This design comes from an exercise in tuning for small area and a short achievable clock period on the open sky130 flow, not from production work. RTL that was checked went through simulation tests only; none was proved equivalent to the original. No functional check of the RTL was part of runs 1, 2, 4 and 5. No driver is modelled on the clock port, so clocking that relies on it looks cheaper here than on a real chip. Power figures rest on the tool's default switching activity, not on a simulated workload.

**design/flow/design.v**
```verilog
`timescale 1ns/1ps
module ao8 (
    input  logic [7:0] s,
    input  logic [7:0] d,
    output logic       y
);
    assign y = |(s & d);
endmodule
module nor2m (input logic a, b, output logic y);
    assign y = ~(a | b);
endmodule
module nor3m (input logic a, b, c, output logic y);
    assign y = ~(a | b | c);
endmodule
module nand4m (input logic a, b, c, d, output logic y);
    assign y = ~(a & b & c & d);
endmodule
module pre3k (
    input  logic [2:0] a,
    input  logic       idle,
    input  logic       k,
    input  logic [7:0] t,
    input  logic       tk,
    output logic [7:0] y_n
);
    always_comb begin
        for (int i = 0; i < 8; i++)
            y_n[i] = ~((idle && k && a == i[2:0]) || (t[i] && tk));
    end
endmodule
module pre3u (
    input  logic [2:0] a,
    input  logic       idle,
    input  logic [7:0] t,
    output logic [7:0] y_n
);
    always_comb begin
        for (int i = 0; i < 8; i++)
            y_n[i] = ~((idle && a == i[2:0]) || t[i]);
    end
endmodule
module wdat (
    input  logic [7:0] datain,
    input  logic       idle,
    input  logic       pat,
    output logic [7:0] wd
);
    assign wd = idle ? datain : {pat, 1'b0, pat, 1'b0, pat, 1'b0, pat, 1'b0};
endmodule
module bist #(
    parameter size   = 6,
    parameter length = 8
)(
    input  logic                 clk,
    input  logic                 rst,
    input  logic                 start,
    input  logic                 csin,
    input  logic                 rwbarin,
    input  logic                 opr,
    input  logic [size-1:0]      address,
    input  logic [length-1:0]    datain,
    output logic [length-1:0]    dataout,
    output logic                 fail
);
    logic       NbarT;
    logic       cout;
    logic [7:0] qlo;        
    logic [7:0] qhi;        
    logic       q6;         
    logic       pat;        
    wire next_T = NbarT ? ~cout : start;
    always_ff @(posedge clk or posedge rst) begin
        if (rst)
            NbarT <= 1'b0;
        else
            NbarT <= next_T;
    end
    always_ff @(posedge clk or posedge rst) begin
        if (rst) begin
            qlo <= 8'd0;
            qhi <= 8'd0;
        end else if (!next_T) begin
            qlo <= 8'd0;
            qhi <= 8'd0;
        end else if (!NbarT) begin
            qlo <= 8'd1;
            qhi <= 8'd1;
        end else begin
            qlo <= {qlo[6:0], qlo[7]};
            if (qlo[7])
                qhi <= {qhi[6:0], qhi[7]};
        end
    end
    always_ff @(posedge clk) begin
        if (!NbarT) begin
            q6   <= 1'b0;
            cout <= 1'b0;
        end else begin
            if (qlo[7] && qhi[7])
                q6 <= ~q6;
            cout <= qlo[7] && qhi[7] && q6;
        end
    end
    wire q_zero = qlo[0] && qhi[0] && !q6;
    always_ff @(posedge clk or posedge rst) begin
        if (rst)
            pat <= 1'b0;
        else if (NbarT && q_zero)
            pat <= 1'b1;
    end
    wire [7:0] P = {pat, 1'b0, pat, 1'b0, pat, 1'b0, pat, 1'b0};
    wire next_q6 = NbarT && (q6 ^ (qlo[7] && qhi[7]));
    logic idle, tr, tw;
    always_ff @(posedge clk or posedge rst) begin
        if (rst) begin
            idle <= 1'b1;
            tr   <= 1'b0;
            tw   <= 1'b0;
        end else begin
            idle <= ~next_T;
            tr   <= next_T && next_q6;
            tw   <= next_T && !next_q6;
        end
    end
    wire       we   = tw || (idle && !rwbarin);
    wire [7:0] wd   = idle ? datain : P;
    logic [7:0] rlo_n [2];
    logic [7:0] rhi_n [2];
    logic [7:0] wlo_n, whi_n;
    for (genvar c = 0; c < 2; c++) begin : g_rpre
        pre3k u_rlo (.a(address[2:0]), .idle(idle), .k(rwbarin), .t(qlo), .tk(tr), .y_n(rlo_n[c]));
        pre3u u_rhi (.a(address[5:3]), .idle(idle), .t(qhi), .y_n(rhi_n[c]));
    end
    pre3k u_wlo (.a(address[2:0]), .idle(idle), .k(~rwbarin), .t(qlo), .tk(tw), .y_n(wlo_n));
    pre3u u_whi (.a(address[5:3]), .idle(idle), .t(qhi), .y_n(whi_n));
    logic [63:0] rsel, wen;
    for (genvar r = 0; r < 64; r++) begin : g_sel
        nor2m u_rs (.a(rhi_n[(r % 8) / 4][r / 8]), .b(rlo_n[(r / 8) / 4][r % 8]), .y(rsel[r]));
        nor2m u_ws (.a(whi_n[r / 8]), .b(wlo_n[r % 8]), .y(wen[r]));
    end
    logic [7:0] mem [64];
    logic [7:0] wdg [4];
    for (genvar g = 0; g < 4; g++) begin : g_wd
        wdat u_wd (.datain(datain), .idle(idle), .pat(pat), .wd(wdg[g]));
    end
    for (genvar r = 0; r < 64; r++) begin : g_word
        always_ff @(posedge clk) begin
            if (wen[r])
                mem[r] <= wdg[r / 16];
        end
    end
    wire [7:0] bw = wd & {8{we}};
    logic [7:0] rd;
    for (genvar b = 0; b < 8; b++) begin : g_bit
        logic [63:0] col;
        logic [7:0]  p;
        logic [3:0]  n;
        for (genvar r = 0; r < 64; r++) begin : g_col
            assign col[r] = mem[r][b];
        end
        for (genvar m = 0; m < 8; m++) begin : g_p
            ao8 u_ao (.s(rsel[m*8 +: 8]), .d(col[m*8 +: 8]), .y(p[m]));
        end
        nor2m  u_n0 (.a(p[0]), .b(p[1]), .y(n[0]));
        nor2m  u_n1 (.a(p[2]), .b(p[3]), .y(n[1]));
        nor2m  u_n2 (.a(p[4]), .b(p[5]), .y(n[2]));
        nor3m  u_n3 (.a(p[6]), .b(p[7]), .c(bw[b]), .y(n[3]));
        nand4m u_rd (.a(n[0]), .b(n[1]), .c(n[2]), .d(n[3]), .y(rd[b]));
    end
    logic [7:0] dout;
    always_ff @(posedge clk) begin
        dout <= rd;
    end
    assign dataout = dout;
    always_ff @(posedge clk or posedge rst) begin
        if (rst)
            fail <= 1'b0;
        else if (NbarT && q_zero)
            fail <= 1'b0;
        else if (NbarT && opr && q6 && (dataout != P))
            fail <= 1'b1;
    end
endmodule
```
**design/flow/flow/run.sh**
```bash
#!/bin/bash
# The standard layout, with extra timing repair, greedy resizing of the
# worst path and area recovery after CTS (flow/extra_cts.tcl) and after
# global routing (flow/extra_grt.tcl), run through ORFS's POST_CTS_TCL and
# POST_GLOBAL_ROUTE_TCL hooks.
bash standard.sh "POST_CTS_TCL=$PWD/flow/extra_cts.tcl" "POST_GLOBAL_ROUTE_TCL=$PWD/flow/extra_grt.tcl" finish > standard.log 2>&1
```
**design/flow/flow/downsize.tcl**
```tcl
# Area recovery: swap each combinational cell for its smallest drive-strength
# variant that keeps the worst setup slack. par is the parasitics source:
# placement or global_routing.
proc my_variants {lc} {
  set name [get_name $lc]
  if {![regexp {^(.*)_([0-9]+)$} $name -> base drive]} { return {} }
  set out {}
  foreach c [get_lib_cells */${base}_*] {
    if {[regexp "^${base}_\[0-9\]+\$" [get_name $c]] && [sta::equiv_cells $lc $c]} {
      lappend out [list [get_property $c area] $c]
    }
  }
  return [lsort -real -index 0 $out]
}

proc my_downsize {{par placement} {tol 0.0}} {
  estimate_parasitics -$par
  set ws0 [worst_slack -max]
  set saved 0.0
  set insts {}
  foreach inst [get_cells *] {
    set lc [get_lib_cells -of_objects $inst]
    if {$lc eq "" || $lc eq "NULL"} continue
    if {[regexp {__(df|edf|sdf|dl|sdl)} [get_name $lc]]} continue
    set n [get_name $lc]
    if {[string match *clkbuf* $n] || [string match *tap* $n] || [string match *fill* $n] || [string match *decap* $n] || [string match *conb* $n]} continue
    lappend insts [list [get_property $lc area] $inst]
  }
  foreach item [lsort -real -decreasing -index 0 $insts] {
    set inst [lindex $item 1]
    set lc [get_lib_cells -of_objects $inst]
    set a0 [get_property $lc area]
    foreach v [my_variants $lc] {
      lassign $v a c
      if {$a >= $a0} break
      replace_cell $inst $c
      estimate_parasitics -$par
      if {[worst_slack -max] >= $ws0 - $tol} {
        set saved [expr {$saved + $a0 - $a}]
        set lc $c
        break
      }
      replace_cell $inst $lc
    }
  }
  estimate_parasitics -$par
  puts "my_downsize: saved $saved um2, worst slack $ws0 -> [worst_slack -max]"
}
```
**design/flow/flow/extra_cts.tcl**
```tcl
# Runs after clock tree synthesis (ORFS POST_CTS_TCL hook).
# 1. Extra timing-repair passes: repair_timing often stops on one endpoint;
#    running it again from the repaired state lets it work on the rest.
# 2. Greedy resizing of the cells on the worst path (flow/upsize.tcl).
# 3. Area recovery: each combinational cell goes to its smallest drive
#    strength that keeps the worst setup slack (flow/downsize.tcl).
source [file join [file dirname [info script]] downsize.tcl]
source [file join [file dirname [info script]] upsize.tcl]
for {set i 0} {$i < 3} {incr i} {
  estimate_parasitics -placement
  repair_timing_helper
  detailed_placement
}
my_upsize placement 150
my_downsize placement
detailed_placement
check_placement -verbose
estimate_parasitics -placement
report_worst_slack -max
```
**design/flow/flow/extra_grt.tcl**
```tcl
# Runs at the end of global routing (ORFS POST_GLOBAL_ROUTE_TCL hook):
# greedy resizing of the worst path and area recovery with global-route
# parasitics, then the routes and guides are brought up to date.
source [file join [file dirname [info script]] downsize.tcl]
source [file join [file dirname [info script]] upsize.tcl]
global_route -start_incremental
my_upsize global_routing 150
my_downsize global_routing
detailed_placement
global_route -end_incremental
check_placement -verbose
estimate_parasitics -global_routing
report_worst_slack -max
write_guides $::env(RESULTS_DIR)/route.guide
```
**design/flow/flow/upsize.tcl**
```tcl
# Greedy sizing on the worst path: each step tries every larger drive
# strength of each cell driving a net on the worst path and keeps the one
# that most improves that path's endpoint slack without lowering the worst
# slack. Stops when no resize helps. par: placement or global_routing.
proc my_slack {name} {
  set obj [get_pins -quiet $name]
  if {$obj eq ""} { set obj [get_ports -quiet $name] }
  return [get_property $obj slack_max]
}

proc my_upsize {{par placement} {iters 200}} {
  estimate_parasitics -$par
  set ws_start [worst_slack -max]
  set n 0
  for {set it 0} {$it < $iters} {incr it} {
    set ws [worst_slack -max]
    set p [lindex [find_timing_paths -path_delay max -sort_by_slack -group_path_count 1 -endpoint_path_count 1] 0]
    if {$p eq ""} break
    set ep [get_property $p endpoint]
    set es0 [get_property $p slack]
    set epname [get_full_name $ep]
    set insts {}
    foreach pt [get_property $p points] {
      set pin [get_property $pt pin]
      if {[get_property $pin direction] ne "output"} continue
      set inst [get_cells -quiet -of_objects $pin]
      if {$inst eq ""} continue
      lappend insts $inst
    }
    set best_gain 0.001
    set best {}
    foreach inst $insts {
      set lc [get_lib_cells -quiet -of_objects $inst]
      if {$lc eq "" || $lc eq "NULL"} continue
      set ln [get_name $lc]
      if {[regexp {__(df|edf|sdf|dl|sdl)} $ln] || [string match *clkbuf* $ln]} continue
      set a0 [get_property $lc area]
      foreach v [my_variants $lc] {
        lassign $v a c
        if {$a <= $a0} continue
        replace_cell $inst $c
        estimate_parasitics -$par
        set es [my_slack $epname]
        set w [worst_slack -max]
        replace_cell $inst $lc
        set gain [expr {$es - $es0}]
        if {$w >= $ws - 1e-4 && $gain > $best_gain} {
          set best_gain $gain
          set best [list $inst $c]
        }
      }
    }
    if {$best eq {}} break
    replace_cell {*}$best
    estimate_parasitics -$par
    incr n
  }
  puts "my_upsize: $n resizes, worst slack $ws_start -> [worst_slack -max]"
}
```
**design/flow/standard.sh**
```bash
#!/bin/bash
# synth_recipe.tcl (not shown) runs the flow's synth.tcl, then flattens the netlist and writes it again
# the make line also repeats each setting of config.mk as NAME=value (left out here)
make -C /OpenROAD-flow-scripts/flow DESIGN_CONFIG=/design/flow/config.mk WORK_HOME=/design/flow/orfs CLKGATE_MAP_FILE= SYNTH_SCRIPT=/design/flow/synth_recipe.tcl "${@:-finish}"
```
**design/flow/config.mk**
```make
export PLATFORM = sky130hd
export DESIGN_NAME = bist
export DESIGN_NICKNAME = bist
export VERILOG_FILES = /design/flow/design.v
export SDC_FILE = /design/flow/constraint.sdc
export NUM_CORES = 4
export LEC_CHECK = 0
export CAP_MARGIN = 20
export CORE_MARGIN = 2
export CORE_UTILIZATION = 60
export CTS_CLUSTER_DIAMETER = 120
export CTS_CLUSTER_SIZE = 24
export SETUP_SLACK_MARGIN = 3.4
export SLEW_MARGIN = 20
export SYNTH_HIERARCHICAL = 1
```
**design/flow/constraint.sdc**
```tcl
create_clock -name core_clock -period 6.0 [get_ports {clk}]
set_input_delay 1.2000 -clock core_clock [delete_from_list [all_inputs] [get_ports {clk}]]
set_output_delay 1.2000 -clock core_clock [all_outputs]
set_load 0.01 [all_outputs]
```
==> impl_summary.log, run 1 <==
[metrics] Critical Path Max Stage Delay: 850 ps
[metrics] number of antenna violations at the first check in global routing: 0
[metrics] worst voltage drop across the vdd grid: 0.3250 mV
[metrics] area fraction in and, or, nand and nor cells after synthesis: 0.07674
[metrics] setup clock skew after layout: 28.62 ps
[metrics] detailed-route via count: 11930
[metrics] proportion of layout cells with a drive suffix above 1: 0.1758
[metrics] crit path launch: rwbarin
[metrics] Avg WL per Cell: 29.29 um
[metrics] final design instance area without fill: 22880 um^2
[metrics] startpoint kind of the worst setup timing path: primary input
[metrics] met3 WL post-DR: 4.237 mm
[metrics] area occupied by registers: 16130 um^2
[metrics] final weighted congestion of routability-driven global placement: 0.8996
[metrics] adder-cell area share of the yosys netlist: 0.0006115
[metrics] power per cell area: 265.4 nW/um^2
[metrics] Post-Syn Area: 20460 um^2
[metrics] most common library cell in the layout ignoring fill and taps: sky130_fd_sc_hd__edfxtp_1
[metrics] MaxCap Viol Count: 0
[metrics] average size of a mapped cell: 16.94 um^2
[metrics] fin crit share: 0.4465
[metrics] top layer in use: met4
[metrics] relative slew slack: 0.2496
[metrics] drc violations: 0
[metrics] area of the die: 35590 um^2
[metrics] HPWL after DPL: 34.59 mm
[metrics] IO Count: 29
[metrics] fill cell total of the finished layout: 2314
[metrics] cell type contributing the most total cell area after synthesis: sky130_fd_sc_hd__edfxtp_1
[metrics] worst r2r src: idle$_DFF_PP1_
[metrics] CTS tree: yes
[metrics] kind of path behind the tightest hold check: reg -> reg
[metrics] final setup violation count: 0
[metrics] remaining antenna violation count after routing: 0
[metrics] fraction of the yosys area taken by sequential cells: 0.7882
[metrics] number of global-route vias before repair: 11750
[metrics] register bit count reported by yosys: 544
[metrics] sort of element at the end of the critical path: register
[metrics] endpoint of the most critical setup path: mem[3][4]$_DFFE_PP_
[metrics] residual overflow from global routing: 0
[metrics] net count reported at finish: 1315
[metrics] core region area: 33530 um^2
[metrics] number of hold violations in the final report: 0
[metrics] synth top area cells: sky130_fd_sc_hd__edfxtp_1, sky130_fd_sc_hd__a22oi_1, sky130_fd_sc_hd__nor2_1
[metrics] count of cell types in the netlist: 36
[metrics] Std-Cell Rows: 67
[metrics] commonest cells after routing, fill and taps aside: sky130_fd_sc_hd__edfxtp_1, sky130_fd_sc_hd__a22oi_1, sky130_fd_sc_hd__nor2_1
[metrics] sum of met2 wire segment lengths after detailed routing: 24.15 mm
[metrics] status: no timing/DRC/antenna violations
[metrics] Setup Crit Path Kind: in -> reg
[metrics] vias per cell: 6.771
[metrics] quantity of I/O buffers inserted on ports: 27
[metrics] portion of netlist area occupied by mux cells: 0.01565
[metrics] number of instances in the synthesized netlist: 1208
[metrics] pin slew with the least headroom to its limit: 1111 ps
[metrics] arrival time at the worst endpoint: 2900 ps
[metrics] static leakage power: 0.005382 uW
[metrics] global-route wire length before repair: 76.07 mm
[metrics] GRT Resource Usage Total: 0.2933
[metrics] total detailed-routing wirelength: 51.61 mm
[metrics] clock latency (worst-skew pair): 580 ps
[metrics] Synth Area in Compound Gates: 0.1143
[metrics] fin. max-slew vios: 0
[metrics] placed cell area: 21280 um^2
[metrics] DRT iter0 DRCs: 1535
[metrics] Max Fanout on Critical Path: 8
[metrics] crit-path cells: buf_8 -> inv_1 -> and3b_2 -> a32oi_1 -> nor2_1
[metrics] worst reg2reg setup slack: 3420 ps
[metrics] portion of synthesized cell area occupied by the leading cell type: 0.7514
[metrics] x dimension of the die: 188.7 um
[metrics] combinational family with the most area after synthesis: compound AO/OA/AOI/OAI gates
[metrics] reg2reg path depth: 4
[metrics] Pre-antenna DRT Iters: 5
[metrics] TritonCTS Sinks: 544
[metrics] wire length on met1: 21.41 mm
[metrics] required arrival time at the worst endpoint: 6230 ps
[metrics] clock input transition at the sequential cells of the worst setup and hold paths: 90 ps
[metrics] initial standard-cell utilization of the core: 0.6102
[metrics] vertical extent of the die: 188.7 um
[metrics] maximum number of pins on one net before global-route repair: 28
[metrics] post-layout min period: 2679 ps
[metrics] area growth from synthesis to layout: 11.81%
[metrics] synthesized net count: 1229
[metrics] slowest cell on the critical path: sky130_fd_sc_hd__a32oi_1
[metrics] Post-Synth XOR/XNOR Area: 0.0004281
[metrics] total negative slack: 0 ps
[metrics] Achievable Freq: 0.3732 GHz
[metrics] Ys Warns: 14
[metrics] area taken by multi-input logic gates: 4880 um^2
[metrics] Diodes inserted: 0
[metrics] capturing point of the worst reg2reg path: mem[62][6]$_DFFE_PP_
area by class of cell:
cell class / instances / area share
Tap cell: 448 / 0.02450
Sequential cell: 544 / 0.7051
Clock inverter: 1 / 0.0001641
Inverter: 4 / 0.0006563
Clock buffer: 47 / 0.03281
Multi-Input combinational cell: 651 / 0.2133
Timing Repair Buffer: 67 / 0.02352
where the power goes:
group / switching, uW / leakage, uW / internal [uW]
combinational: 31.6 / 0.00142 / 17.9
clock: 1090 / 0.000362 / 852
sequential: 0 / 0.00360 / 4080
synthesized netlist by cell type:
cell type / count
sky130_fd_sc_hd__edfxtp_1: 512
sky130_fd_sc_hd__a22oi_1: 274
sky130_fd_sc_hd__nor2_1: 167
sky130_fd_sc_hd__nand4_1: 73
sky130_fd_sc_hd__dfrtp_1: 21
sky130_fd_sc_hd__and2_2: 16
sky130_fd_sc_hd__mux2_4: 16
sky130_fd_sc_hd__and2_1: 14
sky130_fd_sc_hd__nor2b_1: 14
sky130_fd_sc_hd__a21oi_1: 13
sky130_fd_sc_hd__a31oi_1: 12
sky130_fd_sc_hd__dfxtp_1: 10
sky130_fd_sc_hd__mux2i_1: 8
sky130_fd_sc_hd__nor3_2: 8
sky130_fd_sc_hd__a32oi_1: 6
sky130_fd_sc_hd__a21o_1: 4
sky130_fd_sc_hd__buf_6: 4
sky130_fd_sc_hd__inv_1: 4
sky130_fd_sc_hd__a41oi_1: 3
sky130_fd_sc_hd__and3_1: 3
sky130_fd_sc_hd__and3b_1: 3
sky130_fd_sc_hd__clkbuf_1: 3
sky130_fd_sc_hd__nor2b_2: 3
sky130_fd_sc_hd__nand2_1: 2
sky130_fd_sc_hd__nand2b_1: 2
sky130_fd_sc_hd__o21ai_0: 2
sky130_fd_sc_hd__or4_1: 2
sky130_fd_sc_hd__a211oi_1: 1
sky130_fd_sc_hd__buf_2: 1
sky130_fd_sc_hd__buf_4: 1
sky130_fd_sc_hd__dfstp_2: 1
sky130_fd_sc_hd__ha_1: 1
sky130_fd_sc_hd__nand3_1: 1
sky130_fd_sc_hd__o21a_1: 1
sky130_fd_sc_hd__o21bai_1: 1
sky130_fd_sc_hd__xnor2_1: 1
worst min-delay path by stage:
stage               slack [ps]             from              end  cells after the start
floorplan                  480  q6$_SDFFE_PN0P_  pat$_DFFE_PP0P_                      1
global placement           500  q6$_SDFFE_PN0P_  pat$_DFFE_PP0P_                      1
detailed placement         510  q6$_SDFFE_PN0P_  pat$_DFFE_PP0P_                      1
finish                     520  q6$_SDFFE_PN0P_  pat$_DFFE_PP0P_                      1
cells by family after synthesis:
group,after synthesis
DFF,544
AOI/OAI and AO/OA,317
muxes,24
and+or+nand+nor,308
buffers and inverters,13
adders and majority gates,1
xor gates and xnor gates,1
through the flow:
step | power (uW) | worst slack (ps) | cells | util | hold slack, ps
2_1_floorplan | 4177 | 3448 | 1208 | - | 479.5
3_3_place_gp | 4205 | 1786 | 1682 | 0.6347 | 504.4
3_5_place_dp | 4205 | 1690 | 1682 | 0.6347 | 510.1
6_report | 6073 | 3321 | 1762 | 0.6823 | 523.2
registers in the layout (all words and copies together) (netlist names):
signal,cells
mem,512
dout,8
qhi,8
qlo,8
NbarT,1
cout,1
fail,1
idle,1
pat,1
q6,1
tr,1
tw,1
Yosys stat by module (local to each module, per instance):
module | cell area (um^2) | cells inside
nor2m | 3.754 | 1
ao8 | 36.28 | 5
pre3k | 97.59 | 14
nand4m | 6.256 | 1
bist | 16520 | 606
nor3m | 10.01 | 1
wdat | 101.3 | 9
pre3u | 73.82 | 12
per-layer routing:
layer / vias to the layer above / track usage
met2: 566 / 0.4576
met1: 6097 / 0.4333
li1: 5161 / -
met4: 0 / 0.09675
met3: 107 / 0.04321
met5: - / 0
critical path, delay by kind of cell:
family          cells  cell delay [ps]
buf+inv             2              150
simple gates        2              700
compound gates      1              850
==> run 2, diff against run 1 <==
--- a/design/flow/design.v
+++ b/design/flow/design.v
@@ -14,6 +14,9 @@
 endmodule
 module nand4m (input logic a, b, c, d, output logic y);
     assign y = ~(a & b & c & d);
+endmodule
+module ao2 (input logic s0, d0, s1, d1, output logic y);
+    assign y = (s0 & d0) | (s1 & d1);
 endmodule
 module pre3k (
     input  logic [2:0] a,
@@ -110,32 +113,26 @@
     end
     wire [7:0] P = {pat, 1'b0, pat, 1'b0, pat, 1'b0, pat, 1'b0};
     wire next_q6 = NbarT && (q6 ^ (qlo[7] && qhi[7]));
-    logic idle, tr, tw;
+    logic idle, tw;
     always_ff @(posedge clk or posedge rst) begin
         if (rst) begin
             idle <= 1'b1;
-            tr   <= 1'b0;
             tw   <= 1'b0;
         end else begin
             idle <= ~next_T;
-            tr   <= next_T && next_q6;
             tw   <= next_T && !next_q6;
         end
     end
     wire       we   = tw || (idle && !rwbarin);
     wire [7:0] wd   = idle ? datain : P;
-    logic [7:0] rlo_n [2];
-    logic [7:0] rhi_n [2];
-    logic [7:0] wlo_n, whi_n;
-    for (genvar c = 0; c < 2; c++) begin : g_rpre
-        pre3k u_rlo (.a(address[2:0]), .idle(idle), .k(rwbarin), .t(qlo), .tk(tr), .y_n(rlo_n[c]));
-        pre3u u_rhi (.a(address[5:3]), .idle(idle), .t(qhi), .y_n(rhi_n[c]));
-    end
+    logic [7:0] rlo_n, rhi_n, wlo_n, whi_n;
+    pre3u u_rlo (.a(address[2:0]), .idle(idle), .t(qlo), .y_n(rlo_n));
+    pre3u u_rhi (.a(address[5:3]), .idle(idle), .t(qhi), .y_n(rhi_n));
     pre3k u_wlo (.a(address[2:0]), .idle(idle), .k(~rwbarin), .t(qlo), .tk(tw), .y_n(wlo_n));
     pre3u u_whi (.a(address[5:3]), .idle(idle), .t(qhi), .y_n(whi_n));
     logic [63:0] rsel, wen;
     for (genvar r = 0; r < 64; r++) begin : g_sel
-        nor2m u_rs (.a(rhi_n[(r % 8) / 4][r / 8]), .b(rlo_n[(r / 8) / 4][r % 8]), .y(rsel[r]));
+        nor2m u_rs (.a(rhi_n[r / 8]), .b(rlo_n[r % 8]), .y(rsel[r]));
         nor2m u_ws (.a(whi_n[r / 8]), .b(wlo_n[r % 8]), .y(wen[r]));
     end
     logic [7:0] mem [64];
@@ -149,7 +146,6 @@
                 mem[r] <= wdg[r / 16];
         end
     end
-    wire [7:0] bw = wd & {8{we}};
     logic [7:0] rd;
     for (genvar b = 0; b < 8; b++) begin : g_bit
         logic [63:0] col;
@@ -164,14 +160,20 @@
         nor2m  u_n0 (.a(p[0]), .b(p[1]), .y(n[0]));
         nor2m  u_n1 (.a(p[2]), .b(p[3]), .y(n[1]));
         nor2m  u_n2 (.a(p[4]), .b(p[5]), .y(n[2]));
-        nor3m  u_n3 (.a(p[6]), .b(p[7]), .c(bw[b]), .y(n[3]));
+        nor2m  u_n3 (.a(p[6]), .b(p[7]), .y(n[3]));
         nand4m u_rd (.a(n[0]), .b(n[1]), .c(n[2]), .d(n[3]), .y(rd[b]));
     end
-    logic [7:0] dout;
+    logic [7:0] dout, wdo;
+    logic       sel_r, sel_w;
     always_ff @(posedge clk) begin
-        dout <= rd;
+        dout  <= rd;
+        wdo   <= wd;
+        sel_r <= ~we;
+        sel_w <= we;
     end
-    assign dataout = dout;
+    for (genvar b = 0; b < 8; b++) begin : g_out
+        ao2 u_out (.s0(sel_r), .d0(dout[b]), .s1(sel_w), .d1(wdo[b]), .y(dataout[b]));
+    end
     always_ff @(posedge clk or posedge rst) begin
         if (rst)
             fail <= 1'b0;
==> impl_summary.log, run 2 <==
[metrics] status: no timing/DRC/antenna violations
[metrics] commonest cells after routing, fill and taps aside: sky130_fd_sc_hd__edfxtp_1, sky130_fd_sc_hd__a22oi_1, sky130_fd_sc_hd__nor2_2
[metrics] endpoint of the most critical setup path: dout[4]$_DFF_P_
[metrics] Critical Path Max Stage Delay: 360 ps
[metrics] sort of element at the end of the critical path: register
[metrics] vias per cell: 6.644
[metrics] minimum setup slack after placement: 1474 ps
[metrics] Setup Crit Path Kind: in -> reg
[metrics] remaining antenna violation count after routing: 0
[metrics] x dimension of the die: 188.7 um
[metrics] detailed-route via count: 11750
[metrics] HPWL after DPL: 32.40 mm
[metrics] met3 layer usage reported by global route: 0.03651
[metrics] portion of synthesized cell area occupied by the leading cell type: 0.7514
[metrics] vertical extent of the die: 188.7 um
[metrics] crit path launch: address[3]
[metrics] Avg WL per Cell: 28.74 um
[metrics] worst voltage drop across the vdd grid: 0.2937 mV
[metrics] number of hold violations in the final report: 0
[metrics] fin. max-slew vios: 0
[metrics] adder-cell area share of the yosys netlist: 0.0006115
[metrics] crit-path cells: clkbuf_4 -> nor2b_1 -> a31oi_1 -> buf_2 -> nor2_2 -> a22oi_1 -> nand4_1 -> nor2_2 -> nand4_1
[metrics] portion of netlist area occupied by mux cells: 0.01565
[metrics] proportion of layout cells with a drive suffix above 1: 0.1477
[metrics] most common library cell in the layout ignoring fill and taps: sky130_fd_sc_hd__edfxtp_1
[metrics] post-layout min period: 2713 ps
[metrics] fraction of met1 tracks used by global routing: 0.4255
[metrics] DRT iter0 DRCs: 1368
[metrics] Post-Syn Area: 20460 um^2
[metrics] number of instances in the synthesized netlist: 1201
[metrics] synthesized net count: 1222
[metrics] area of the die: 35600 um^2
[metrics] drc violations: 0
[metrics] crit path setup slack, layout: 3287 ps
[metrics] dominant synthesized flop cell: sky130_fd_sc_hd__edfxtp_1
[metrics] reg2reg path depth: 8
[metrics] Max Fanout on Critical Path: 10
[metrics] Diodes inserted: 0
[metrics] Post-Synth XOR/XNOR Area: 0.0004280
[metrics] global-route wire length before repair: 74.73 mm
[metrics] Achievable Freq: 0.3685 GHz
[metrics] register bit count reported by yosys: 553
[metrics] Synth Area in Compound Gates: 0.1101
[metrics] relative slew slack: 0.1089
[metrics] leading post-synthesis cells by instance count: sky130_fd_sc_hd__edfxtp_1, sky130_fd_sc_hd__a22oi_1, sky130_fd_sc_hd__nor2_1
[metrics] Largest Register: mem
[metrics] quantity of I/O buffers inserted on ports: 27
[metrics] clock input transition at the sequential cells of the worst setup and hold paths: 90 ps
[metrics] net count reported at finish: 1321
[metrics] combinational family with the most area after synthesis: compound AO/OA/AOI/OAI gates
[metrics] pin slew with the least headroom to its limit: 1337 ps
[metrics] kind of path behind the tightest hold check: reg -> reg
[metrics] worst reg2reg setup slack: 3360 ps
[metrics] most crowded layer after global routing: met2
[metrics] GRT met2 Usage: 0.4594
[metrics] number of enable-type register cells in the synthesized netlist: 512
[metrics] initial standard-cell utilization of the core: 0.6102
[metrics] fin crit share: 0.4522
[metrics] cell type contributing the most total cell area after synthesis: sky130_fd_sc_hd__edfxtp_1
[metrics] Ys Warns: 12
[metrics] required arrival time at the worst endpoint: 6450 ps
[metrics] count of cell types in the netlist: 36
[metrics] clock latency (worst-skew pair): 570 ps
[metrics] FFs w/ async S/R, synth: 0.03797
[metrics] TritonCTS Sinks: 553
[metrics] total negative slack: 0 ps
[metrics] power per cell area: 271.4 nW/um^2
[metrics] number of flip-flops in the largest register: 512
[metrics] final weighted congestion of routability-driven global placement: 0.8654
[metrics] IO Count: 29
[metrics] worst r2r src: idle$_DFF_PP1_
[metrics] slowest cell on the critical path: sky130_fd_sc_hd__a22oi_1
[metrics] setup clock skew after layout: 54.95 ps
[metrics] dominant cell by count in the synthesized netlist: sky130_fd_sc_hd__edfxtp_1
[metrics] average size of a mapped cell: 17.04 um^2
[metrics] area fraction in and, or, nand and nor cells after synthesis: 0.07240
[metrics] static leakage power: 0.005392 uW
[metrics] core region area: 33530 um^2
[metrics] startpoint kind of the worst setup timing path: primary input
[metrics] number of global-route vias before repair: 11500
[metrics] number of antenna violations at the first check in global routing: 0
[metrics] arrival time at the worst endpoint: 3160 ps
[metrics] fill cell total of the finished layout: 2367
[metrics] total detailed-routing wirelength: 50.81 mm
[metrics] final setup violation count: 0
[metrics] CTS tree: yes
[metrics] residual overflow from global routing: 0
[metrics] area growth from synthesis to layout: 10.30%
[metrics] capturing point of the worst reg2reg path: dout[3]$_DFF_P_
[metrics] Cell Count, Final, Fillers Out: 1768
[metrics] MaxCap Viol Count: 0
[metrics] synth top area cells: sky130_fd_sc_hd__edfxtp_1, sky130_fd_sc_hd__a22oi_1, sky130_fd_sc_hd__nor2_1
[metrics] fraction of the yosys area taken by sequential cells: 0.7967
[metrics] GRT Resource Usage Total: 0.2886
[metrics] Std-Cell Rows: 67
[metrics] number of cells after detailed placement: 1675
[metrics] Pre-antenna DRT Iters: 5
[metrics] maximum number of pins on one net before global-route repair: 30
==> run 2: how the worst min path moves through the flow <==
stage,startpoint,end,cells after the start
6_report,q6$_SDFFE_PN0P_,pat$_DFFE_PP0P_,1
3_5_place_dp,q6$_SDFFE_PN0P_,pat$_DFFE_PP0P_,1
3_3_place_gp,q6$_SDFFE_PN0P_,pat$_DFFE_PP0P_,1
2_1_floorplan,tw$_DFF_PP0_,sel_w$_DFF_P_,1
==> run 2: power by group <==
part           switching, uW  internal, uW
Clock                   1100           854
Combinational           22.2          11.1
Sequential                 0          4140
Total                   1120          5010
==> run 2: per-module statistics from Yosys, one instance, submodules excluded <==
module	cells inside	flops+latches
ao2	1	0
nor2m	1	0
wdat	9	0
bist	619	553
pre3u	12	0
pre3k	14	0
nand4m	1	0
ao8	5	0
==> run 2: critical path, delay by kind of cell <==
kind / cells / cell delay, ps
simple gates: 5 / 940
compound gates: 2 / 560
buf+inv: 2 / 460
==> run 2: metal layers <==
metal  part of all wire  vias up
li1                   -     5141
met1               0.41     5994
met2               0.48      522
met3              0.075       89
met4              0.035        0
met5                  0        -
==> run 2: logic make-up after synthesis <==
logic type	count (synthesis)
buf+inv	13
xor+xnor	1
simple gates	304
compound gates	305
flops	553
mux	24
fa+ha+maj	1
==> run 2: final cells by class <==
cell class,instances,area (um^2),area share
Clock buffer,47,750.7,0.03326
Clock inverter,2,7.507,0.0003326
Inverter,5,18.77,0.0008315
Multi-Input combinational cell,635,4403,0.1951
Sequential cell,553,16310,0.7228
Tap cell,448,560.5,0.02484
Timing Repair Buffer,78,515.5,0.02284
==> run 2: per-stage QoR <==
step,area (um^2),util,hold slack [ps],total power (uW)
2_1_floorplan,20460,-,438.4,4235
3_3_place_gp,21330,0.6361,504.6,4262
3_5_place_dp,21330,0.6361,518.4,4263
6_report,22570,0.6731,535.0,6126
==> run 3, diff against run 2 <==
--- a/design/flow/design.v
+++ b/design/flow/design.v
@@ -14,9 +14,6 @@
 endmodule
 module nand4m (input logic a, b, c, d, output logic y);
     assign y = ~(a & b & c & d);
-endmodule
-module ao2 (input logic s0, d0, s1, d1, output logic y);
-    assign y = (s0 & d0) | (s1 & d1);
 endmodule
 module pre3k (
     input  logic [2:0] a,
@@ -113,20 +110,22 @@
     end
     wire [7:0] P = {pat, 1'b0, pat, 1'b0, pat, 1'b0, pat, 1'b0};
     wire next_q6 = NbarT && (q6 ^ (qlo[7] && qhi[7]));
-    logic idle, tw;
+    logic idle, tr, tw;
     always_ff @(posedge clk or posedge rst) begin
         if (rst) begin
             idle <= 1'b1;
+            tr   <= 1'b0;
             tw   <= 1'b0;
         end else begin
             idle <= ~next_T;
+            tr   <= next_T && next_q6;
             tw   <= next_T && !next_q6;
         end
     end
     wire       we   = tw || (idle && !rwbarin);
     wire [7:0] wd   = idle ? datain : P;
     logic [7:0] rlo_n, rhi_n, wlo_n, whi_n;
-    pre3u u_rlo (.a(address[2:0]), .idle(idle), .t(qlo), .y_n(rlo_n));
+    pre3k u_rlo (.a(address[2:0]), .idle(idle), .k(rwbarin),  .t(qlo), .tk(tr), .y_n(rlo_n));
     pre3u u_rhi (.a(address[5:3]), .idle(idle), .t(qhi), .y_n(rhi_n));
     pre3k u_wlo (.a(address[2:0]), .idle(idle), .k(~rwbarin), .t(qlo), .tk(tw), .y_n(wlo_n));
     pre3u u_whi (.a(address[5:3]), .idle(idle), .t(qhi), .y_n(whi_n));
@@ -146,6 +145,7 @@
                 mem[r] <= wdg[r / 16];
         end
     end
+    wire [7:0] bw = wd & {8{we}};
     logic [7:0] rd;
     for (genvar b = 0; b < 8; b++) begin : g_bit
         logic [63:0] col;
@@ -160,20 +160,14 @@
         nor2m  u_n0 (.a(p[0]), .b(p[1]), .y(n[0]));
         nor2m  u_n1 (.a(p[2]), .b(p[3]), .y(n[1]));
         nor2m  u_n2 (.a(p[4]), .b(p[5]), .y(n[2]));
-        nor2m  u_n3 (.a(p[6]), .b(p[7]), .y(n[3]));
+        nor3m  u_n3 (.a(p[6]), .b(p[7]), .c(bw[b]), .y(n[3]));
         nand4m u_rd (.a(n[0]), .b(n[1]), .c(n[2]), .d(n[3]), .y(rd[b]));
     end
-    logic [7:0] dout, wdo;
-    logic       sel_r, sel_w;
+    logic [7:0] dout;
     always_ff @(posedge clk) begin
-        dout  <= rd;
-        wdo   <= wd;
-        sel_r <= ~we;
-        sel_w <= we;
+        dout <= rd;
     end
-    for (genvar b = 0; b < 8; b++) begin : g_out
-        ao2 u_out (.s0(sel_r), .d0(dout[b]), .s1(sel_w), .d1(wdo[b]), .y(dataout[b]));
-    end
+    assign dataout = dout;
     always_ff @(posedge clk or posedge rst) begin
         if (rst)
             fail <= 1'b0;
--- a/design/flow/flow/downsize.tcl
+++ b/design/flow/flow/downsize.tcl
@@ -1,6 +1,7 @@
 # Area recovery: swap each combinational cell for its smallest drive-strength
-# variant that keeps the worst setup slack. par is the parasitics source:
-# placement or global_routing.
+# variant that keeps the worst setup slack, and keeps the paths through the
+# cell at least keep ns above it. par is the parasitics source: placement
+# or global_routing.
 proc my_variants {lc} {
   set name [get_name $lc]
   if {![regexp {^(.*)_([0-9]+)$} $name -> base drive]} { return {} }
@@ -13,7 +14,17 @@
   return [lsort -real -index 0 $out]
 }
 
-proc my_downsize {{par placement} {tol 0.0}} {
+# Worst setup slack of the paths through an instance's outputs.
+proc my_inst_slack {inst} {
+  set worst 1e30
+  foreach pin [get_pins -of_objects $inst -filter "direction==output"] {
+    set sl [get_property $pin slack_max]
+    if {$sl ne "" && $sl < $worst} { set worst $sl }
+  }
+  return $worst
+}
+
+proc my_downsize {{par placement} {keep 0.0} {tol 0.0}} {
   estimate_parasitics -$par
   set ws0 [worst_slack -max]
   set saved 0.0
@@ -35,7 +46,7 @@
       if {$a >= $a0} break
       replace_cell $inst $c
       estimate_parasitics -$par
-      if {[worst_slack -max] >= $ws0 - $tol} {
+      if {[worst_slack -max] >= $ws0 - $tol && [my_inst_slack $inst] >= $ws0 + $keep} {
         set saved [expr {$saved + $a0 - $a}]
         set lc $c
         break
--- a/design/flow/flow/extra_cts.tcl
+++ b/design/flow/flow/extra_cts.tcl
@@ -12,7 +12,7 @@
   detailed_placement
 }
 my_upsize placement 150
-my_downsize placement
+my_downsize placement 0.1
 detailed_placement
 check_placement -verbose
 estimate_parasitics -placement
--- a/design/flow/flow/extra_grt.tcl
+++ b/design/flow/flow/extra_grt.tcl
@@ -5,7 +5,7 @@
 source [file join [file dirname [info script]] upsize.tcl]
 global_route -start_incremental
 my_upsize global_routing 150
-my_downsize global_routing
+my_downsize global_routing 0.1
 detailed_placement
 global_route -end_incremental
 check_placement -verbose
==> impl_summary.log, run 3 <==
[metrics] status: no timing/DRC/antenna violations
[metrics] Max Fanout on Critical Path: 10
[metrics] kind of path behind the tightest hold check: reg -> reg
[metrics] number of global-route vias before repair: 11410
[metrics] HPWL after DPL: 33.29 mm
[metrics] DRT iter0 DRCs: 1439
[metrics] remaining antenna violation count after routing: 0
[metrics] fraction of the yosys area taken by sequential cells: 0.7948
[metrics] number of cells after detailed placement: 1657
[metrics] sort of element at the end of the critical path: register
[metrics] placed cell area: 21190 um^2
[metrics] Cell Count, Final, Fillers Out: 1746
[metrics] average size of a mapped cell: 17.17 um^2
[metrics] minimum setup slack after placement: 1423 ps
[metrics] crit path launch: address[1]
[metrics] final weighted congestion of routability-driven global placement: 0.8998
[metrics] crit path setup slack, layout: 3453 ps
[metrics] relative slew slack: 0.4049
[metrics] pin slew with the least headroom to its limit: 891.6 ps
[metrics] dominant synthesized flop cell: sky130_fd_sc_hd__edfxtp_1
[metrics] CTS tree: yes
[metrics] GRT Resource Usage Total: 0.2932
[metrics] arrival time at the worst endpoint: 2980 ps
[metrics] minimum hold slack: 545.1 ps
[metrics] total detailed-routing wirelength: 50.91 mm
[metrics] IO Count: 29
[metrics] x dimension of the die: 187.9 um
[metrics] most common library cell in the layout ignoring fill and taps: sky130_fd_sc_hd__edfxtp_1
[metrics] Ys Warns: 12
[metrics] number of instances in the synthesized netlist: 1182
[metrics] fill cell total of the finished layout: 2237
[metrics] cell type contributing the most total cell area after synthesis: sky130_fd_sc_hd__edfxtp_1
[metrics] number of hold violations in the final report: 0
[metrics] slowest cell on the critical path: sky130_fd_sc_hd__nor3_2
[metrics] startpoint kind of the worst setup timing path: primary input
[metrics] quantity of I/O buffers inserted on ports: 27
[metrics] worst r2r src: idle$_DFF_PP1_
[metrics] residual overflow from global routing: 0
[metrics] fin. max-slew vios: 0
[metrics] crit-path cells: buf_4 -> nor2b_1 -> a22oi_2 -> buf_4 -> nor2_2 -> a22oi_1 -> nand4_1 -> nor3_2 -> nand4_1
[metrics] synthesized net count: 1203
[metrics] clock input transition at the sequential cells of the worst setup and hold paths: 100 ps
[metrics] number of flip-flops in the largest register: 512
[metrics] FFs w/ async S/R, synth: 0.04044
[metrics] fin crit share: 0.4246
[metrics] required arrival time at the worst endpoint: 6430 ps
[metrics] initial standard-cell utilization of the core: 0.6066
[metrics] Critical Path Max Stage Delay: 330 ps
[metrics] total negative slack: 0 ps
[metrics] proportion of layout cells with a drive suffix above 1: 0.2241
[metrics] setup clock skew after layout: 24.56 ps
[metrics] beginning of the worst hold path: q6$_SDFFE_PN0P_
[metrics] Std-Cell Rows: 67
[metrics] core region area: 33450 um^2
[metrics] MaxCap Viol Count: 0
[metrics] maximum number of pins on one net before global-route repair: 26
[metrics] area growth from synthesis to layout: 13.49%
[metrics] Setup Crit Path Kind: in -> reg
[metrics] leading post-synthesis cells by instance count: sky130_fd_sc_hd__edfxtp_1, sky130_fd_sc_hd__a22oi_1, sky130_fd_sc_hd__nor2_1
[metrics] post-layout min period: 2547 ps
[metrics] Largest Register: mem
[metrics] Achievable Freq: 0.3926 GHz
[metrics] vertical extent of the die: 187.9 um
[metrics] static leakage power: 0.005483 uW
[metrics] area of the die: 35300 um^2
[metrics] count of cell types in the netlist: 36
[metrics] number of enable-type register cells in the synthesized netlist: 512
[metrics] clock latency (worst-skew pair): 570 ps
[metrics] synth top area cells: sky130_fd_sc_hd__edfxtp_1, sky130_fd_sc_hd__a22oi_1, sky130_fd_sc_hd__nor2_1
[metrics] WP buf/inv: 2
[metrics] vias per cell: 6.703
[metrics] power per cell area: 263.3 nW/um^2
[metrics] Avg WL per Cell: 29.16 um
[metrics] worst voltage drop across the vdd grid: 0.2355 mV
[metrics] commonest cells after routing, fill and taps aside: sky130_fd_sc_hd__edfxtp_1, sky130_fd_sc_hd__a22oi_1, sky130_fd_sc_hd__nor2_2
[metrics] portion of synthesized cell area occupied by the leading cell type: 0.7578
[metrics] drc violations: 0
[metrics] number of antenna violations at the first check in global routing: 4
[metrics] final design instance area without fill: 23030 um^2
[metrics] dominant cell by count in the synthesized netlist: sky130_fd_sc_hd__edfxtp_1
[metrics] final setup violation count: 0
[metrics] TritonCTS Sinks: 544
[metrics] detailed-route via count: 11700
[metrics] Post-Syn Area: 20290 um^2
[metrics] Pre-antenna DRT Iters: 5
[metrics] global-route wire length before repair: 75.23 mm
[metrics] net count reported at finish: 1295
[metrics] register bit count reported by yosys: 544
[metrics] delay-heaviest family, CP: simple AND/OR/NAND/NOR gates
-- run 3: changes by cell type after synthesis, moves of 2 or more --
cell,change
sky130_fd_sc_hd__a31oi_1,-4
sky130_fd_sc_hd__a21o_1,+3
sky130_fd_sc_hd__a22o_1,-8
sky130_fd_sc_hd__nor3_2,+8
sky130_fd_sc_hd__a22oi_1,+6
sky130_fd_sc_hd__nand2_1,-7
sky130_fd_sc_hd__a21oi_1,-3
sky130_fd_sc_hd__a32oi_1,+2
sky130_fd_sc_hd__nor2_1,-7
sky130_fd_sc_hd__dfxtp_1,-10
-- run 3: layout make-up --
class / instances / area, um^2 / share of cell area
Antenna cell: 4 / 10.01 / 0.0004347
Clock inverter: 1 / 3.754 / 0.0001630
Multi-Input combinational cell: 626 / 4867 / 0.2114
Timing Repair Buffer: 72 / 685.7 / 0.02978
Inverter: 4 / 15.01 / 0.0006520
Clock buffer: 47 / 750.7 / 0.03260
Sequential cell: 544 / 16130 / 0.7007
Tap cell: 448 / 560.5 / 0.02434
-- run 3: cell families (layout without fill, tap and decap cells) --
logic type	after synthesis	after routing	synth area share
AO/OA/AOI/OAI	301	301	0.1098
XOR/XNOR	1	1	0.0004318
adder cells (fa/ha/maj)	1	1	0.0006166
buffers and inverters	12	124	0.003946
flip-flops	544	544	0.7948
multiplexers	24	24	0.01579
other	0	4	0
AND/OR/NAND/NOR	299	299	0.07462
-- run 3: worst reg2reg max path: cells and delay by family, from the launching register on --
family / cells / cell delay, ps
DFF: 1 / 760
and+or+nand+nor: 2 / 860
buffers and inverters: 1 / 270
AOI/OAI and AO/OA: 1 / 240
-- run 3: metal layers --
layer / wire length [um] / up-vias / GRT usage
met5: 0 / - / 0
met4: 1428 / 0 / 0.08207
met3: 4096 / 77 / 0.04043
met2: 24230 / 503 / 0.4591
met1: 21150 / 6048 / 0.4401
li1: - / 5075 / -
-- run 3: through the flow --
stage | utilization | power [uW]
after floorplan | - | 4175
after global placement | 0.6335 | 4203
after detailed placement | 0.6335 | 4203
final | 0.6884 | 6064
-- run 3: path summary, 6_finish.rpt --
path	slack (ps)	cells after the start	endpoint
max	3450	9	dout[7]$_DFF_P_
min	550	1	pat$_DFFE_PP0P_
max reg2reg	3510	4	mem[32][2]$_DFFE_PP_
min reg2reg	550	1	pat$_DFFE_PP0P_
max in group asynchronous	4190	2	fail$_DFFE_PP0P_
min in group asynchronous	1220	2	fail$_DFFE_PP0P_
-- run 3: modules after synthesis (local to each module, per instance) --
module,flops+latches,times used,cells
bist,544,1,606
wdat,0,4,9
pre3k,0,2,14
pre3u,0,2,12
ao8,0,64,5
nor3m,0,8,1
nand4m,0,8,1
nor2m,0,152,1
-- run 3: where the power goes --
group / switching [uW] / total [uW] / internal, uW
clock network: 1090 / 1940 / 853
registers: 0 / 4080 / 4080
logic: 26.5 / 39.0 / 12.5
total: 1120 / 6060 / 4950
==> run 4, diff against run 3 <==
--- a/design/flow/design.v
+++ b/design/flow/design.v
@@ -135,14 +135,14 @@
         nor2m u_ws (.a(whi_n[r / 8]), .b(wlo_n[r % 8]), .y(wen[r]));
     end
     logic [7:0] mem [64];
-    logic [7:0] wdg [4];
-    for (genvar g = 0; g < 4; g++) begin : g_wd
+    logic [7:0] wdg [2];
+    for (genvar g = 0; g < 2; g++) begin : g_wd
         wdat u_wd (.datain(datain), .idle(idle), .pat(pat), .wd(wdg[g]));
     end
     for (genvar r = 0; r < 64; r++) begin : g_word
         always_ff @(posedge clk) begin
             if (wen[r])
-                mem[r] <= wdg[r / 16];
+                mem[r] <= wdg[r / 32];
         end
     end
     wire [7:0] bw = wd & {8{we}};
==> design/flow/flow/run.sh (replaced) <==
#!/bin/bash
# The standard layout, with extra timing repair, greedy resizing of the
# worst path (cells on it and the other loads of its nets) and area recovery after CTS (flow/extra_cts.tcl) and after
# global routing (flow/extra_grt.tcl), run through ORFS's POST_CTS_TCL and
# POST_GLOBAL_ROUTE_TCL hooks.
bash standard.sh "POST_CTS_TCL=$PWD/flow/extra_cts.tcl" "POST_GLOBAL_ROUTE_TCL=$PWD/flow/extra_grt.tcl" finish > standard.log 2>&1
--- a/design/flow/flow/downsize.tcl
+++ b/design/flow/flow/downsize.tcl
@@ -1,7 +1,6 @@
 # Area recovery: swap each combinational cell for its smallest drive-strength
-# variant that keeps the worst setup slack, and keeps the paths through the
-# cell at least keep ns above it. par is the parasitics source: placement
-# or global_routing.
+# variant that keeps the worst setup slack. par is the parasitics source:
+# placement or global_routing.
 proc my_variants {lc} {
   set name [get_name $lc]
   if {![regexp {^(.*)_([0-9]+)$} $name -> base drive]} { return {} }
@@ -14,17 +13,7 @@
   return [lsort -real -index 0 $out]
 }
 
-# Worst setup slack of the paths through an instance's outputs.
-proc my_inst_slack {inst} {
-  set worst 1e30
-  foreach pin [get_pins -of_objects $inst -filter "direction==output"] {
-    set sl [get_property $pin slack_max]
-    if {$sl ne "" && $sl < $worst} { set worst $sl }
-  }
-  return $worst
-}
-
-proc my_downsize {{par placement} {keep 0.0} {tol 0.0}} {
+proc my_downsize {{par placement} {tol 0.0}} {
   estimate_parasitics -$par
   set ws0 [worst_slack -max]
   set saved 0.0
@@ -46,7 +35,7 @@
       if {$a >= $a0} break
       replace_cell $inst $c
       estimate_parasitics -$par
-      if {[worst_slack -max] >= $ws0 - $tol && [my_inst_slack $inst] >= $ws0 + $keep} {
+      if {[worst_slack -max] >= $ws0 - $tol} {
         set saved [expr {$saved + $a0 - $a}]
         set lc $c
         break
--- a/design/flow/flow/extra_cts.tcl
+++ b/design/flow/flow/extra_cts.tcl
@@ -12,7 +12,7 @@
   detailed_placement
 }
 my_upsize placement 150
-my_downsize placement 0.1
+my_downsize placement
 detailed_placement
 check_placement -verbose
 estimate_parasitics -placement
--- a/design/flow/flow/extra_grt.tcl
+++ b/design/flow/flow/extra_grt.tcl
@@ -5,7 +5,7 @@
 source [file join [file dirname [info script]] upsize.tcl]
 global_route -start_incremental
 my_upsize global_routing 150
-my_downsize global_routing 0.1
+my_downsize global_routing
 detailed_placement
 global_route -end_incremental
 check_placement -verbose
--- a/design/flow/flow/upsize.tcl
+++ b/design/flow/flow/upsize.tcl
@@ -1,7 +1,8 @@
 # Greedy sizing on the worst path: each step tries every larger drive
-# strength of each cell driving a net on the worst path and keeps the one
-# that most improves that path's endpoint slack without lowering the worst
-# slack. Stops when no resize helps. par: placement or global_routing.
+# strength of each cell driving a net on the worst path, and every smaller
+# one of the other cells those nets drive, and keeps the change that most
+# improves that path's endpoint slack without lowering the worst slack.
+# Stops when no resize helps. par: placement or global_routing.
 proc my_slack {name} {
   set obj [get_pins -quiet $name]
   if {$obj eq ""} { set obj [get_ports -quiet $name] }
@@ -20,12 +21,24 @@
     set es0 [get_property $p slack]
     set epname [get_full_name $ep]
     set insts {}
+    set loads {}
     foreach pt [get_property $p points] {
       set pin [get_property $pt pin]
       if {[get_property $pin direction] ne "output"} continue
       set inst [get_cells -quiet -of_objects $pin]
-      if {$inst eq ""} continue
-      lappend insts $inst
+      if {$inst ne ""} { lappend insts $inst }
+      set net [get_nets -quiet -of_objects $pin]
+      if {$net ne ""} {
+        foreach lp [get_pins -quiet -of_objects $net -filter "direction==input"] {
+          lappend loads [get_cells -of_objects $lp]
+        }
+      }
+    }
+    set onpath {}
+    foreach i $insts { lappend onpath [get_full_name $i] }
+    set side {}
+    foreach l $loads {
+      if {[lsearch -exact $onpath [get_full_name $l]] < 0} { lappend side $l }
     }
     set best_gain 0.001
     set best {}
@@ -33,7 +46,7 @@
       set lc [get_lib_cells -quiet -of_objects $inst]
       if {$lc eq "" || $lc eq "NULL"} continue
       set ln [get_name $lc]
-      if {[regexp {__(df|edf|sdf|dl|sdl)} $ln] || [string match *clkbuf* $ln]} continue
+      if {[string match *clkbuf* $ln]} continue
       set a0 [get_property $lc area]
       foreach v [my_variants $lc] {
         lassign $v a c
@@ -50,7 +63,29 @@
         }
       }
     }
-    if {$best eq {}} break
+    # Smaller off-path loads on the path's nets.
+    foreach inst $side {
+      set lc [get_lib_cells -quiet -of_objects $inst]
+      if {$lc eq "" || $lc eq "NULL"} continue
+      set ln [get_name $lc]
+      if {[regexp {__(df|edf|sdf|dl|sdl)} $ln] || [string match *clkbuf* $ln]} continue
+      set a0 [get_property $lc area]
+      foreach v [my_variants $lc] {
+        lassign $v a c
+        if {$a >= $a0} break
+        replace_cell $inst $c
+        estimate_parasitics -$par
+        set es [my_slack $epname]
+        set w [worst_slack -max]
+        replace_cell $inst $lc
+        set gain [expr {$es - $es0}]
+        if {$w >= $ws - 1e-4 && $gain > $best_gain} {
+          set best_gain $gain
+          set best [list $inst $c]
+        }
+      }
+    }
+    if {$best eq {}} { puts "my_upsize: stuck at $epname ($es0), [llength $insts] on path, [llength $side] side loads"; break }
     replace_cell {*}$best
     estimate_parasitics -$par
     incr n
--- a/design/flow/config.mk
+++ b/design/flow/config.mk
@@ -10,6 +10,6 @@
 export CORE_UTILIZATION = 60
 export CTS_CLUSTER_DIAMETER = 120
 export CTS_CLUSTER_SIZE = 24
-export SETUP_SLACK_MARGIN = 3.4
+export SETUP_SLACK_MARGIN = 3.5
 export SLEW_MARGIN = 20
 export SYNTH_HIERARCHICAL = 1
==> impl_summary.log, run 4 <==
[metrics] Largest Register: mem
[metrics] number of instances in the synthesized netlist: 1164
[metrics] Post-Syn Area: 20090 um^2
[metrics] leading post-synthesis cells by instance count: sky130_fd_sc_hd__edfxtp_1, sky130_fd_sc_hd__a22oi_1, sky130_fd_sc_hd__nor2_1
[metrics] Hold Path End: pat$_DFFE_PP0P_
[metrics] HPWL after DPL: 31.83 mm
[metrics] count of cell types in the netlist: 36
[metrics] total negative slack: 0 ps
[metrics] Diodes inserted: 0
[metrics] static leakage power: 0.005337 uW
[metrics] number of global-route vias before repair: 11320
[metrics] x dimension of the die: 187.0 um
[metrics] reg2reg path depth: 4
[metrics] arrival time at the worst endpoint: 3030 ps
[metrics] IO Count: 29
[metrics] Max Fanout on Critical Path: 8
[metrics] number of antenna violations at the first check in global routing: 1
[metrics] fraction of the yosys area taken by sequential cells: 0.8029
[metrics] power per cell area: 268.8 nW/um^2
[metrics] global-route wire length before repair: 73.05 mm
[metrics] area of the die: 34960 um^2
[metrics] final setup violation count: 0
[metrics] pin slew with the least headroom to its limit: 878.3 ps
[metrics] average size of a mapped cell: 17.26 um^2
[metrics] Ys Warns: 12
[metrics] Achievable Freq: 0.3864 GHz
[metrics] detailed-route via count: 11380
[metrics] number of hold violations in the final report: 0
[metrics] status: no timing/DRC/antenna violations
[metrics] quantity of I/O buffers inserted on ports: 27
[metrics] vertical extent of the die: 187.0 um
[metrics] post-layout min period: 2588 ps
[metrics] worst voltage drop across the vdd grid: 0.2739 mV
[metrics] residual overflow from global routing: 0
[metrics] beginning of the worst hold path: q6$_SDFFE_PN0P_
[metrics] clock input transition at the sequential cells of the worst setup and hold paths: 90 ps
[metrics] capturing point of the worst reg2reg path: mem[62][2]$_DFFE_PP_
[metrics] kind of path behind the tightest hold check: reg -> reg
[metrics] number of enable-type register cells in the synthesized netlist: 512
[metrics] TritonCTS Sinks: 544
[metrics] Pre-antenna DRT Iters: 5
[metrics] placed cell area: 21070 um^2
[metrics] remaining antenna violation count after routing: 0
[metrics] cell type contributing the most total cell area after synthesis: sky130_fd_sc_hd__edfxtp_1
[metrics] number of cells after detailed placement: 1644
[metrics] worst reg2reg setup slack: 3500 ps
[metrics] Avg WL per Cell: 28.70 um
[metrics] MaxCap Viol Count: 0
[metrics] startpoint kind of the worst setup timing path: primary input
[metrics] Setup Crit Path Kind: in -> reg
[metrics] fin. max-slew vios: 0
[metrics] Worst Hold Depth: 1
[metrics] dominant synthesized flop cell: sky130_fd_sc_hd__edfxtp_1
[metrics] register bit count reported by yosys: 544
[metrics] Cell Count, Final, Fillers Out: 1730
[metrics] synth top area cells: sky130_fd_sc_hd__edfxtp_1, sky130_fd_sc_hd__a22oi_1, sky130_fd_sc_hd__nor2_1
[metrics] portion of synthesized cell area occupied by the leading cell type: 0.7654
[metrics] FFs w/ async S/R, synth: 0.04044
[metrics] required arrival time at the worst endpoint: 6440 ps
[metrics] GRT Resource Usage Total: 0.2871
[metrics] proportion of layout cells with a drive suffix above 1: 0.1856
[metrics] drc violations: 0
[metrics] dominant cell by count in the synthesized netlist: sky130_fd_sc_hd__edfxtp_1
[metrics] fill cell total of the finished layout: 2371
[metrics] maximum number of pins on one net before global-route repair: 33
[metrics] final weighted congestion of routability-driven global placement: 0.8543
[metrics] most common library cell in the layout ignoring fill and taps: sky130_fd_sc_hd__edfxtp_1
[metrics] synthesized net count: 1185
[metrics] total detailed-routing wirelength: 49.64 mm
[metrics] final design instance area without fill: 22470 um^2
[metrics] clock latency (worst-skew pair): 570 ps
[metrics] worst r2r src: idle$_DFF_PP1_
[metrics] commonest cells after routing, fill and taps aside: sky130_fd_sc_hd__edfxtp_1, sky130_fd_sc_hd__a22oi_1, sky130_fd_sc_hd__nor2_1
[metrics] number of flip-flops in the largest register: 512
[metrics] sort of element at the end of the critical path: register
[metrics] fin crit share: 0.4313
[metrics] relative slew slack: 0.4144
[metrics] net count reported at finish: 1283
[metrics] DRT iter0 DRCs: 1246
[metrics] initial standard-cell utilization of the core: 0.6036
[metrics] core region area: 33280 um^2
[metrics] Std-Cell Rows: 67
[metrics] vias per cell: 6.576
[metrics] area growth from synthesis to layout: 11.86%
[metrics] CTS tree: yes
[metrics] setup clock skew after layout: 24.35 ps
[run 4: cell types whose count changed in the layout (fill, tap and decap cells not counted), moves of 6 or more]
cell | previous run | this run
sky130_fd_sc_hd__a22oi_1 | 212 | 245
sky130_fd_sc_hd__a22oi_2 | 54 | 23
sky130_fd_sc_hd__dfxtp_2 | 2 | 8
sky130_fd_sc_hd__and2_1 | 30 | 14
sky130_fd_sc_hd__and2_2 | 0 | 8
sky130_fd_sc_hd__dfxtp_1 | 8 | 2
sky130_fd_sc_hd__mux2_1 | 6 | 0
sky130_fd_sc_hd__buf_12 | 6 | 0
sky130_fd_sc_hd__nor2_2 | 92 | 75
sky130_fd_sc_hd__nor2_1 | 59 | 79
sky130_fd_sc_hd__buf_2 | 7 | 16
[run 4: logic make-up (layout without fill, tap and decap cells)]
group | count (synthesis) | after routing | share of synthesized area
buffers and inverters | 10 | 128 | 0.002865
flip-flops | 544 | 544 | 0.8029
adder cells (fa/ha/maj) | 1 | 1 | 0.0006228
AND/OR/NAND/NOR | 291 | 291 | 0.07238
XOR/XNOR | 1 | 1 | 0.0004361
AO/OA/AOI/OAI | 301 | 301 | 0.1109
multiplexers | 16 | 16 | 0.009967
[run 4: report_power, final]
| part | internal, uW | total (uW) | switching [uW] | leakage, uW |
|---|---|---|---|---|
| Clock | 852 | 1930 | 1080 | 0.000362 |
| Sequential | 4080 | 4080 | 0 | 0.00360 |
| Combinational | 13.0 | 31.7 | 18.6 | 0.00137 |
| Total | 4950 | 6040 | 1090 | 0.00534 |
[run 4: final cells by class]
type / count / area [um^2] / share of cell area
clock buffers: 47 / 750.7 / 0.03341
clock inverters: 1 / 3.754 / 0.0001671
inverters: 4 / 15.01 / 0.0006682
multi-input cells: 610 / 4390 / 0.1954
flip-flops and latches: 544 / 16140 / 0.7183
well taps: 448 / 560.5 / 0.02495
repair buffers: 76 / 608.1 / 0.02706
[run 4: modules after synthesis (local to each module, per instance)]
module  cell area (um^2)  copies in the design
ao8                36.28                    64
nand4m             6.256                     8
wdat               101.3                     2
pre3u              73.82                     2
nor2m              3.754                   152
nor3m              10.01                     8
bist               16520                     1
pre3k              97.59                     2
[run 4: worst max path at each step]
stage | to | from | depth (start not counted) | slack, ps
after floorplan | dout[0]$_DFF_P_ | address[2] | 7 | 3430
after global placement | dout[7]$_DFF_P_ | address[1] | 8 | 1480
final | dout[2]$_DFF_P_ | rwbarin | 9 | 3410
after detailed placement | dout[7]$_DFF_P_ | address[1] | 8 | 1470
[run 4: metal layers]
| layer | global-route usage | vias up | share of wire |
|---|---|---|---|
| li1 | - | 5020 | - |
| met1 | 0.4069 | 5872 | 0.41 |
| met2 | 0.4780 | 424 | 0.50 |
| met3 | 0.04109 | 61 | 0.069 |
| met4 | 0.07265 | 0 | 0.020 |
| met5 | 0 | - | 0 |
[run 4: per-stage QoR]
step / hold slack, ps / util / setup WS, ps / power [uW]
detailed placement: 520.3 / 0.6330 / 1468 / 4197
finish: 536.2 / 0.6751 / 3412 / 6040
global placement: 505.7 / 0.6330 / 1480 / 4197
floorplan: 478.7 / - / 3431 / 4175
[run 4: worst max-delay path, stage by stage]
cell and delay (ps):
sky130_fd_sc_hd__buf_6 100, sky130_fd_sc_hd__and3_4 210, sky130_fd_sc_hd__a32oi_4 250, sky130_fd_sc_hd__buf_4 240, sky130_fd_sc_hd__nor2_2 110, sky130_fd_sc_hd__a22oi_1 270
sky130_fd_sc_hd__nand4_1 230, sky130_fd_sc_hd__nor2_2 290, sky130_fd_sc_hd__nand4_1 120
==> run 5, diff against run 4 <==
--- a/design/flow/config.mk
+++ b/design/flow/config.mk
@@ -10,6 +10,6 @@
 export CORE_UTILIZATION = 60
 export CTS_CLUSTER_DIAMETER = 120
 export CTS_CLUSTER_SIZE = 24
-export SETUP_SLACK_MARGIN = 3.5
+export SETUP_SLACK_MARGIN = 3.4
 export SLEW_MARGIN = 20
 export SYNTH_HIERARCHICAL = 1
==> impl_summary.log, run 5 <==
[metrics] cell type contributing the most total cell area after synthesis: sky130_fd_sc_hd__edfxtp_1
[metrics] register bit count reported by yosys: 544
[metrics] Max Fanout on Critical Path: 10
[metrics] number of instances in the synthesized netlist: 1164
[metrics] maximum number of pins on one net before global-route repair: 33
[metrics] commonest cells after routing, fill and taps aside: sky130_fd_sc_hd__edfxtp_1, sky130_fd_sc_hd__a22oi_1, sky130_fd_sc_hd__nor2_1
[metrics] power per cell area: 270.7 nW/um^2
[metrics] Critical Path Max Stage Delay: 300 ps
[metrics] relative slew slack: 0.3403
[metrics] dominant cell by count in the synthesized netlist: sky130_fd_sc_hd__edfxtp_1
[metrics] vias per cell: 6.648
[metrics] total negative slack: 0 ps
[metrics] kind of path behind the tightest hold check: reg -> reg
[metrics] quantity of I/O buffers inserted on ports: 27
[metrics] HPWL after DPL: 32.02 mm
[metrics] detailed-route via count: 11500
[metrics] most common library cell in the layout ignoring fill and taps: sky130_fd_sc_hd__edfxtp_1
[metrics] clock input transition at the sequential cells of the worst setup and hold paths: 90 ps
[metrics] status: no timing/DRC/antenna violations
[metrics] Setup Crit Path Kind: in -> reg
[metrics] remaining antenna violation count after routing: 0
[metrics] area growth from synthesis to layout: 11.34%
[metrics] total detailed-routing wirelength: 50.53 mm
[metrics] dominant synthesized flop cell: sky130_fd_sc_hd__edfxtp_1
[metrics] drc violations: 0
[metrics] final weighted congestion of routability-driven global placement: 0.8237
[metrics] Pre-antenna DRT Iters: 6
[metrics] fin. max-slew vios: 0
[metrics] required arrival time at the worst endpoint: 6430 ps
[metrics] worst voltage drop across the vdd grid: 0.2614 mV
[metrics] initial standard-cell utilization of the core: 0.6036
[metrics] Achievable Freq: 0.3802 GHz
[metrics] GRT Resource Usage Total: 0.2919
[metrics] average size of a mapped cell: 17.26 um^2
[metrics] area of the die: 34960 um^2
[metrics] FFs w/ async S/R, synth: 0.04044
[metrics] number of flip-flops in the largest register: 512
[metrics] number of cells after detailed placement: 1645
[metrics] vertical extent of the die: 187.0 um
[metrics] clock latency (worst-skew pair): 580 ps
[metrics] minimum hold slack: 533.7 ps
[metrics] synth top area cells: sky130_fd_sc_hd__edfxtp_1, sky130_fd_sc_hd__a22oi_1, sky130_fd_sc_hd__nor2_1
[metrics] x dimension of the die: 187.0 um
[metrics] number of hold violations in the final report: 0
[metrics] fraction of the yosys area taken by sequential cells: 0.8029
[metrics] Avg WL per Cell: 29.23 um
[metrics] number of enable-type register cells in the synthesized netlist: 512
[metrics] most crowded layer after global routing: met2
[metrics] final setup violation count: 0
## run 5: worst paths after layout
kind,from,to,slack (ps),cells past startpoint
max reg2reg,idle$_DFF_PP1_,mem[47][5]$_DFFE_PP_,3470,4
min reg2reg,q6$_SDFFE_PN0P_,pat$_DFFE_PP0P_,530,1
min,q6$_SDFFE_PN0P_,pat$_DFFE_PP0P_,530,1
max,address[0],dout[3]$_DFF_P_,3370,9
min in group asynchronous,rst,qlo[3]$_DFF_PP0_,1100,2
max in group asynchronous,rst,qlo[7]$_DFF_PP0_,4360,2
## run 5: kinds of logic (layout without fill, tap and decap cells)
logic type | after synthesis | after routing | synth area share
buffers and inverters | 10 | 125 | 0.002865
muxes | 16 | 16 | 0.009967
and+or+nand+nor | 291 | 291 | 0.07238
AOI/OAI and AO/OA | 301 | 301 | 0.1109
other | 0 | 2 | 0
adders and majority gates | 1 | 1 | 0.0006228
DFF | 544 | 544 | 0.8029
xor gates and xnor gates | 1 | 1 | 0.0004361
## run 5: through the flow
| step | util | setup WS, ps | cell area [um^2] | total power [uW] |
|---|---|---|---|---|
| 2_1_floorplan | - | 3408 | 20160 | 4175 |
| 3_3_place_gp | 0.6322 | 1575 | 21040 | 4196 |
| 3_5_place_dp | 0.6322 | 1529 | 21040 | 4196 |
| 6_report | 0.6720 | 3370 | 22370 | 6055 |
## run 5: cell type report
class | instances | area, um^2
inverters | 4 | 15.01
flip-flops and latches | 544 | 16130
well taps | 448 | 560.5
clock buffers | 47 | 750.7
clock inverters | 1 | 3.754
multi-input cells | 610 | 4359
diodes | 2 | 5.005
fillers | 2364 | 10920
repair buffers | 73 | 538.0
## run 5: per-module statistics from Yosys, one instance, submodules excluded
module,cells inside,cell area [um^2],copies in the design,flops+latches
nor3m,1,10.01,8,0
nand4m,1,6.256,8,0
nor2m,1,3.754,152,0
pre3k,14,97.59,2,0
wdat,9,101.3,2,0
pre3u,12,73.82,2,0
bist,606,16520,1,544
ao8,5,36.28,64,0
## run 5: where the power goes
part	leakage (uW)	switching, uW	internal [uW]	total [uW]
registers	0.00360	0	4080	4080
logic	0.00134	17.2	11.2	28.4
clock network	0.000362	1090	852	1950
## run 5: worst max-delay path, delay by kind of cell
kind | cells | cell delay (ps)
buffers and inverters | 2 | 390
AND/OR/NAND/NOR | 5 | 980
AO/OA/AOI/OAI | 2 | 490
## run 5: layer usage
layer | vias up | share of wire
met3 | 91 | 0.075
met5 | - | 0.00032
met1 | 5878 | 0.40
met2 | 510 | 0.49
met4 | 2 | 0.032
li1 | 5014 | -

[separate check: timing with driven ports]
No port has a modelled driver above. Below, the same layouts with a new extraction and two added sets of constraints.
Step 1: set_driving_cell puts a clkbuf_16 on clk and a buf_2 on each other input, an assumption about the parent block.
Step 2 also shifts input and output timing later by t, the mid clock arrival at the registers, as if the neighbouring blocks saw the same clock.
a / b / c = ideal ports / drivers / drivers and shift; a / b = the first two.
run	shift t [ns]	setup slack, ns
run 1	0.621	3.321 / 3.322 / 2.701
run 2	0.595	3.287 / 3.268 / 2.722
run 3	0.615	3.453 / 3.440 / 2.830
run 4	0.615	3.412 / 3.438 / 2.823
run 5	0.615	3.370 / 3.374 / 2.759
After both steps every run listed still meets setup and hold.
